Context: an optimization exercise on an open-source flow, tuned for small area. The choices shown serve that exercise and are no tape-out recipe. Function was checked by simulation only, so behaviour that the tests miss may differ from the original. Power and IR drop assume default switching activity.

==> flow/design.v (excerpt) <==
module skin(input sys_clk,
            input sys_rst_n,
            input bit_in,
            output bit_out);
    reg [2:0] ph;           
    always @(posedge sys_clk or negedge sys_rst_n) begin
        if (!sys_rst_n)
            ph <= 3'd0;
        else
            ph <= ph + 3'd1;
    end
    reg [8:0] rc;           
    reg [3:0] rb;           
    reg       s0, s1;       
    reg [1:0] g;            
    reg [7:0] d1, d2, d3;   
    wire ridle = (rb == 4'd0);
    wire rwrap = ((rc & 9'd471) == 9'd341);
    wire rlast = (rb == 4'd10);
    wire wr    = ((rc & 9'd155) == 9'd146) && (ph == rb[2:0]) && (rb >= 4'd2) && (rb <= 4'd9);
    wire dlv   = rwrap && (rb == 4'd9);
    wire start = dlv && (g == 2'd3);
    always @(posedge sys_clk) begin
        if (ridle || rwrap)
            rc <= 9'd410;
        else
            rc <= {rc[7:0], (rc[8] ^ rc[4])};
    end
    always @(posedge sys_clk or negedge sys_rst_n) begin
        if (!sys_rst_n)
            rb <= 4'd0;
        else if (ridle || rwrap && rlast)
            rb <= {3'd0, ~bit_in};
        else if (rwrap)
            rb <= rb + 4'd1;
    end
    always @(posedge sys_clk) begin
        if (((rc & 9'd239) == 9'd229)) s0 <= bit_in;
        if (((rc & 9'd383) == 9'd116)) s1 <= bit_in;
        if (((rc & 9'd446) == 9'd160)) s0 <= (s0 & s1) | (bit_in & (s0 | s1));
    end
    always @(posedge sys_clk or negedge sys_rst_n) begin
        if (!sys_rst_n)
            g <= 2'd1;
        else if (dlv)
            g <= (g == 2'd3) ? 2'd1 : g + 2'd1;
    end
    always @(posedge sys_clk) begin
        d1 <= {(wr && g == 2'd1) ? s0 : d1[0], d1[7:1]};
        d2 <= {(wr && g == 2'd2) ? s0 : d2[0], d2[7:1]};
        d3 <= {(wr && g == 2'd3) ? s0 : d3[0], d3[7:1]};
    end
    reg [8:0] tc;
    reg [3:0] tb;           
    reg [1:0] tk;           
    wire twrap = ((tc & 9'd471) == 9'd341);
    wire tend  = twrap && (tb == 4'd10);
    always @(posedge sys_clk) begin
        if (start)
            tc <= 9'd17;
        else if (twrap)
            tc <= 9'd410;
        else
            tc <= {tc[7:0], (tc[8] ^ tc[4])};
        if (start)
            tb <= 4'd0;
        else if (tend)
            tb <= 4'd1;
        else if (twrap)
            tb <= tb + 4'd1;
    end
    always @(posedge sys_clk or negedge sys_rst_n) begin
        if (!sys_rst_n)
            tk <= 2'd0;
        else if (start)
  ...
==> module skin, before the edit <==
module skin(input sys_clk,
            input sys_rst_n,
            input bit_in,
            output bit_out);
    reg [2:0] ph;           
    always @(posedge sys_clk or negedge sys_rst_n) begin
        if (!sys_rst_n)
            ph <= 3'd0;
        else
            ph <= ph + 3'd1;
    end
    reg [8:0] rc;           
    reg [3:0] rb;           
    reg       s0, s1;       
    reg [1:0] g;            
    reg [7:0] d1, d2, d3;   
    wire ridle = (rb == 4'd0);
    wire rwrap = ((rc & 9'd471) == 9'd341);
    wire rlast = (rb == 4'd10);
    wire wr    = ((rc & 9'd155) == 9'd146) && (ph == rb[2:0]) && (rb >= 4'd2) && (rb <= 4'd9);
    wire dlv   = rwrap && (rb == 4'd9);
    wire start = dlv && (g == 2'd3);
    always @(posedge sys_clk) begin
        if (ridle || rwrap)
            rc <= 9'd410;
        else
            rc <= {rc[7:0], (rc[8] ^ rc[4])};
    end
    always @(posedge sys_clk or negedge sys_rst_n) begin
        if (!sys_rst_n)
            rb <= 4'd0;
        else if (ridle || rwrap && rlast)
            rb <= {3'd0, ~bit_in};
        else if (rwrap)
            rb <= rb + 4'd1;
    end
    always @(posedge sys_clk) begin
        if (((rc & 9'd239) == 9'd229)) s0 <= bit_in;
        if (((rc & 9'd383) == 9'd116)) s1 <= bit_in;
        if (((rc & 9'd446) == 9'd160)) s0 <= (s0 & s1) | (bit_in & (s0 | s1));
    end
    always @(posedge sys_clk or negedge sys_rst_n) begin
        if (!sys_rst_n)
            g <= 2'd1;
        else if (dlv)
            g <= (g == 2'd3) ? 2'd1 : g + 2'd1;
    end
    always @(posedge sys_clk) begin
        d1 <= {(wr && g == 2'd1) ? s0 : d1[0], d1[7:1]};
        d2 <= {(wr && g == 2'd2) ? s0 : d2[0], d2[7:1]};
        d3 <= {(wr && g == 2'd3) ? s0 : d3[0], d3[7:1]};
    end
    reg [8:0] tc;
    reg [3:0] tb;           
    reg [1:0] tk;           
    wire twrap = ((tc & 9'd471) == 9'd341);
    wire tend  = twrap && (tb == 4'd10);
    always @(posedge sys_clk) begin
        if (start)
            tc <= 9'd17;
        else if (twrap)
            tc <= 9'd410;
        else
            tc <= {tc[7:0], (tc[8] ^ tc[4])};
        if (start)
            tb <= 4'd0;
        else if (tend)
            tb <= 4'd1;
        else if (twrap)
            tb <= tb + 4'd1;
    end
    always @(posedge sys_clk or negedge sys_rst_n) begin
        if (!sys_rst_n)
            tk <= 2'd0;
        else if (start)
            tk <= 2'd1;
        else if (tend && tk != 2'd0)
            tk <= tk + 2'd1;
    end
    reg nxt, cur;
    always @(posedge sys_clk) begin
        if (ph == tb[2:0])
            case (tk)
                2'd1: nxt <= d1[1];
                2'd2: nxt <= d2[1];
                default: nxt <= d3[1];
            endcase
        if (twrap)
            cur <= nxt;
    end
    assign bit_out = (tk == 2'd0) || (tb == 4'd0) || (tb == 4'd10) || ((tb != 4'd1) && cur);
endmodule
clock: 10.0 ns
lec_check: 0
cap_margin: 20
core_margin: 2
core_utilization: 40
slew_margin: 20
standard.sh (not shown) runs the stock make flow with config.mk's settings and CLKGATE_MAP_FILE= SYNTH_SCRIPT=/design/flow/synth_recipe.tcl, a recipe that flattens the netlist after the stock synthesis.
==> flow/flow/run.sh <==
#!/bin/bash
# Own layout flow: the standard synthesis, then the combinational logic
# between the registers is mapped again by ABC with an area-oriented script
# (registers, their names and cell types are kept as the standard synthesis
# made them; the smallest of four differently seeded runs is kept), then
# the standard layout from floorplan to finish, with CTS without dummy
# loads and the smallest buffer on the ports.
set -euo pipefail
HERE=$(pwd)
R=$HERE/orfs/results/sky130hd/skin/base
LIB=$FLOW_HOME/platforms/sky130hd/lib/sky130_fd_sc_hd__tt_025C_1v80.lib

bash standard.sh synth > log_1_synth.txt 2>&1
cp $R/1_2_yosys.v $HERE/std_synth.v

for S in 1 2 3 4; do
  sed -e "s#@SEED@#$S#" flow/area.abc > area_$S.abc
  sed -e "s#@LIB@#$LIB#g" -e "s#@IN@#$HERE/std_synth.v#g" -e "s#@OUT@#$HERE/resynth_$S.v#g" \
      -e "s#@ABC@#$HERE/area_$S.abc#g" flow/resynth.ys > resynth_$S.ys
  yosys -s resynth_$S.ys > log_2_resynth_$S.txt 2>&1 &
done
wait
BEST=""; BESTA=""
for S in 1 2 3 4; do
  A=$(grep "Chip area for module" log_2_resynth_$S.txt | tail -1 | grep -oE "[0-9.]+$" || true)
  if [[ -n "$A" && -s resynth_$S.v ]]; then
    if [[ -z "$BEST" ]] || awk "BEGIN{exit !($A < $BESTA)}"; then BEST=$S; BESTA=$A; fi
  fi
done
echo "resynthesis: seed $BEST, area $BESTA" > resynth_choice.txt
cp $HERE/resynth_$BEST.v $R/1_2_yosys.v
rm -f $R/1_synth.odb $R/1_synth.sdc
bash standard.sh synth > log_3_synth_odb.txt 2>&1
CTS="-sink_clustering_enable -sink_clustering_size 64 -sink_clustering_max_diameter 1000 -root_buf sky130_fd_sc_hd__clkbuf_8 -buf_list sky130_fd_sc_hd__clkbuf_8 -dont_use_dummy_load -sink_buffer_max_cap_derate 1.0 -repair_clock_nets"
bash standard.sh "CTS_ARGS=$CTS" "BUFFER_PORTS_ARGS=-buffer_cell sky130_fd_sc_hd__buf_1" finish > log_4_layout.txt 2>&1
test -f out/final.def
==> flow/flow/area.abc <==
strash
&get -n
&deepsyn -S @SEED@ -T 25
&put
dch -f
map -a
strash
dch
map -a
==> flow/flow/resynth.ys <==
# Re-map the combinational logic of the standard synthesis netlist.
read_liberty -ignore_miss_func @LIB@
read_verilog @IN@
hierarchy -top skin
setattr -mod -set keep_hierarchy 1 sky130_fd_sc_hd__df* sky130_fd_sc_hd__edf*
flatten
opt -purge
select skin
abc -script @ABC@ -liberty @LIB@ -dont_use *probe* -dont_use *lpflow*
opt_clean -purge
stat -liberty @LIB@
write_verilog -noattr -nohex -nodec -selected @OUT@
The first run went through all stages and came out clean.
==> next run, changes <==
--- a/flow/design.v
+++ b/flow/design.v
@@ -76,17 +76,15 @@
             tk <= 2'd1;
         else if (tend && tk != 2'd0)
             tk <= tk + 2'd1;
     end
-    reg nxt, cur;
-    always @(posedge sys_clk) begin
-        if (ph == tb[2:0])
-            case (tk)
-                2'd1: nxt <= d1[1];
-                2'd2: nxt <= d2[1];
-                default: nxt <= d3[1];
-            endcase
-        if (twrap)
-            cur <= nxt;
+    wire [2:0] p = tb[2:0] - ph;    
+    reg dbit;
+    always @(*) begin
+        case (tk)
+            2'd1: dbit = d1[p];
+            2'd2: dbit = d2[p];
+            default: dbit = d3[p];
+        endcase
     end
-    assign bit_out = (tk == 2'd0) || (tb == 4'd0) || (tb == 4'd10) || ((tb != 4'd1) && cur);
+    assign bit_out = (tk == 2'd0) || (tb == 4'd0) || (tb == 4'd10) || ((tb != 4'd1) && dbit);
 endmodule
Utilization fell by 0.81 points.
Worst setup slack degrades by 1.2 ns.
Total power is lower slightly.
Routed wire length grows by a quarter to a third.
Hold slack gains 0.026 ns.

========
## build 79
The RTL this note starts from:
==> flow/design.v <==
module skin(input sys_clk,
            input sys_rst_n,
            input bit_in,
            output bit_out);
    reg [2:0] ph;           
    always @(posedge sys_clk or negedge sys_rst_n) begin
        if (!sys_rst_n)
            ph <= 3'd0;
        else
            ph <= ph + 3'd1;
    end
    reg [8:0] rc;           
    reg [3:0] rb;           
    reg       s0, s1;       
    reg [1:0] g;            
    reg [7:0] d1, d2, d3;   
    wire ridle = !rb[3] && rb[2] && !rb[0];
    wire rwrap = ((rc & 9'd471) == 9'd341);
    wire rlast = !rb[3] && !rb[2];
    wire wr    = ((rc & 9'd155) == 9'd146) && rb[3] && (ph == rb[2:0]);
    wire dlv   = rwrap && (rb == 4'd15);
    wire start = dlv && (g == 2'd3);
    always @(posedge sys_clk) begin
        if (ridle || rwrap)
            rc <= 9'd410;
        else
            rc <= {rc[7:0], (rc[8] ^ rc[4])};
    end
    always @(posedge sys_clk or negedge sys_rst_n) begin
        if (!sys_rst_n)
            rb <= 4'd4;
        else if (ridle || rwrap && rlast)
            rb <= {1'b0, 1'b1, ~bit_in, ~bit_in};
        else if (rwrap)
            rb <= rb + 4'd1;
    end
    always @(posedge sys_clk) begin
        if (((rc & 9'd239) == 9'd229)) s0 <= bit_in;
        if (((rc & 9'd383) == 9'd116)) s1 <= bit_in;
        if (((rc & 9'd446) == 9'd160)) s0 <= (s0 & s1) | (bit_in & (s0 | s1));
    end
    always @(posedge sys_clk or negedge sys_rst_n) begin
        if (!sys_rst_n)
            g <= 2'd1;
        else if (dlv)
            g <= (g == 2'd3) ? 2'd1 : g + 2'd1;
    end
    always @(posedge sys_clk) begin
        d1 <= {(wr && g == 2'd1) ? s0 : d1[0], d1[7:1]};
        d2 <= {(wr && g == 2'd2) ? s0 : d2[0], d2[7:1]};
        d3 <= {(wr && g == 2'd3) ? s0 : d3[0], d3[7:1]};
    end
    reg [8:0] tc;
    reg [3:0] tb;           
    reg [1:0] tk;           
    wire twrap = ((tc & 9'd471) == 9'd341);
    wire tend  = twrap && !tb[3] && !tb[2];
    always @(posedge sys_clk) begin
        if (start)
            tc <= 9'd17;
        else if (twrap)
            tc <= 9'd410;
        else
            tc <= {tc[7:0], (tc[8] ^ tc[4])};
        if (start)
            tb <= 4'd6;
        else if (tend)
            tb <= 4'd7;
        else if (twrap)
            tb <= tb + 4'd1;
    end
    always @(posedge sys_clk or negedge sys_rst_n) begin
        if (!sys_rst_n)
            tk <= 2'd0;
        else if (start)
            tk <= 2'd1;
        else if (tend && tk != 2'd0)
            tk <= tk + 2'd1;
    end
    reg nxt, cur;
    always @(posedge sys_clk) begin
        if (ph == tb[2:0])
            case (tk)
                2'd1: nxt <= d1[1];
                2'd2: nxt <= d2[1];
                default: nxt <= d3[1];
            endcase
        if (twrap)
            cur <= nxt;
    end
    assign bit_out = (tk == 2'd0) || (tb[3] ? cur : !tb[0]);
endmodule
clock: 10.0 ns
lec_check: 0
cap_margin: 20
core_margin: 2
core_utilization: 40
slew_margin: 20
==> flow/flow/run.sh <==
#!/bin/bash
# Own layout flow: the standard synthesis, then the combinational logic
# between the registers is mapped again by ABC with an area-oriented script
# (registers, their names and cell types are kept as the standard synthesis
# made them; the smallest of eight runs with different seeds and mappers
# is kept), then
# the standard layout from floorplan to finish, with CTS without dummy
# loads and the smallest buffer on the ports.
set -euo pipefail
HERE=$(pwd)
R=$HERE/orfs/results/sky130hd/skin/base
LIB=$FLOW_HOME/platforms/sky130hd/lib/sky130_fd_sc_hd__tt_025C_1v80.lib

bash standard.sh synth > log_1_synth.txt 2>&1
cp $R/1_2_yosys.v $HERE/std_synth.v

VARIANTS="amap:1 amap:2 amap:3 amap:4 nf:1 nf:2 nf:3 nf:4"
run_variant() {
  local M=${1%%:*} S=${1##*:}
  sed -e "s#@SEED@#$S#" flow/area_$M.abc > area_${M}_$S.abc
  sed -e "s#@LIB@#$LIB#g" -e "s#@IN@#$HERE/std_synth.v#g" -e "s#@OUT@#$HERE/resynth_${M}_$S.v#g" \
      -e "s#@ABC@#$HERE/area_${M}_$S.abc#g" flow/resynth.ys > resynth_${M}_$S.ys
  yosys -s resynth_${M}_$S.ys > log_2_resynth_${M}_$S.txt 2>&1 || true
}
N=0
for V in $VARIANTS; do
  run_variant $V &
  N=$((N + 1))
  if (( N % 4 == 0 )); then wait; fi
done
wait
BEST=""; BESTA=""
for V in $VARIANTS; do
  T=${V%%:*}_${V##*:}
  A=$(grep "Chip area for module" log_2_resynth_$T.txt | tail -1 | grep -oE "[0-9.]+$" || true)
  if [[ -n "$A" && -s resynth_$T.v ]]; then
    if [[ -z "$BEST" ]] || awk "BEGIN{exit !($A < $BESTA)}"; then BEST=$T; BESTA=$A; fi
  fi
done
echo "resynthesis: $BEST, area $BESTA" > resynth_choice.txt
cp $HERE/resynth_$BEST.v $R/1_2_yosys.v
rm -f $R/1_synth.odb $R/1_synth.sdc
bash standard.sh synth > log_3_synth_odb.txt 2>&1
CTS="-sink_clustering_enable -sink_clustering_size 64 -sink_clustering_max_diameter 1000 -root_buf sky130_fd_sc_hd__clkbuf_4 -buf_list sky130_fd_sc_hd__clkbuf_4 -dont_use_dummy_load -sink_buffer_max_cap_derate 1.0 -repair_clock_nets"
bash standard.sh "CTS_ARGS=$CTS" "BUFFER_PORTS_ARGS=-buffer_cell sky130_fd_sc_hd__buf_1" finish > log_4_layout.txt 2>&1
test -f out/final.def
==> flow/flow/area_amap.abc <==
strash
&get -n
&deepsyn -S @SEED@ -T 20
&put
dch -f
amap
==> flow/flow/area_nf.abc <==
strash
&get -n
&deepsyn -S @SEED@ -T 20
&dch -f
&nf -a -R 1000
&put
Scripts as last shown in full above: flow/flow/resynth.ys
The final layout from build 79, which completed every stage, passed the timing, design-rule and antenna checks at the end of the flow.
Setup changes, build 79 to build 57
-- flow/design.v --
<<< build 79, line 12
    reg [8:0] rc;           
    reg [3:0] rb;           
    reg       s0, s1;       
    reg [1:0] g;            
    reg [7:0] d1, d2, d3;   
>>> build 57, line 12
    reg [8:0] rc;           
    reg [3:0] rb;           
    reg [1:0] a;            
    reg [1:0] g;            
    reg [7:0] d1, d2, d3;   
<<< build 79, line 36
    end
    always @(posedge sys_clk) begin
        if (((rc & 9'd239) == 9'd229)) s0 <= bit_in;
        if (((rc & 9'd383) == 9'd116)) s1 <= bit_in;
        if (((rc & 9'd446) == 9'd160)) s0 <= (s0 & s1) | (bit_in & (s0 | s1));
    end
    always @(posedge sys_clk or negedge sys_rst_n) begin
>>> build 57, line 36
    end
    always @(posedge sys_clk) begin
        if (rwrap)
            a <= 2'd0;
        else if ((((rc & 9'd239) == 9'd229) || ((rc & 9'd383) == 9'd116) || ((rc & 9'd446) == 9'd160)) && bit_in)
            a <= a + 2'd1;
    end
    always @(posedge sys_clk or negedge sys_rst_n) begin
<<< build 79, line 47
    end
    always @(posedge sys_clk) begin
        d1 <= {(wr && g == 2'd1) ? s0 : d1[0], d1[7:1]};
        d2 <= {(wr && g == 2'd2) ? s0 : d2[0], d2[7:1]};
        d3 <= {(wr && g == 2'd3) ? s0 : d3[0], d3[7:1]};
    end
    reg [8:0] tc;
>>> build 57, line 48
    end
    always @(posedge sys_clk) begin
        d1 <= {(wr && g == 2'd1) ? a[1] : d1[0], d1[7:1]};
        d2 <= {(wr && g == 2'd2) ? a[1] : d2[0], d2[7:1]};
        d3 <= {(wr && g == 2'd3) ? a[1] : d3[0], d3[7:1]};
    end
    reg [8:0] tc;
Findings:
- Compared with build 79, build 57 instantiates a smaller number of cells.
- Build 79 → build 57: core footprint lost 31 um^2, via count of the first global-routing pass picked up an extra about 1%, total non-filler cell area in the finished layout lost 1.7%.
- Looking at setup slack after layout across build 57 and build 79, the one that comes out higher is build 79.
- Chip width (build 57 vs. build 79) decreases slightly
- Going from build 79 to build 57, the core utilization was found to have gone down by 0.45 points.
- Average detailed-routed wire length per instance ended up 4.0% higher on build 57 than on build 79.
- Synthesized cell count (build 57 over build 79): increase, 3
- Build 79 has a higher area growth from synthesis to final layout than build 57.
- Height of the die went down slightly going from build 79 to build 57.

-- port drivers added, routing unchanged --
The flow's constraints put no driver on any port. The routed layouts listed below were extracted and timed again, unchanged, in two steps.
Step 1, drivers: a clkbuf_16 drives sys_clk and a buf_2 each remaining input, both assumed.
Step 2 also shifts input and output timing later by t, the mid clock arrival at the registers, as if the neighbouring blocks saw the same clock.
Three values: ideal ports, drivers, drivers and shift; two values: the first two.
run	shift t [ns]	setup WS [ns]	worst setup path after step 2	latest minus earliest clock arrival (ns)
the first run of note 1	0.342	6.819 / 6.792 / 7.134	register to output	0.015 / 0.015
the second run of note 1	0.350	5.615 / 5.590 / 5.940	register to output	0.018 / 0.018
build 79	0.384	6.780 / 6.757 / 7.141	register to output	0.016 / 0.015
build 57	0.397	6.721 / 6.696 / 6.761	register to register	0.040 / 0.040
After both steps every run listed still meets setup and hold.
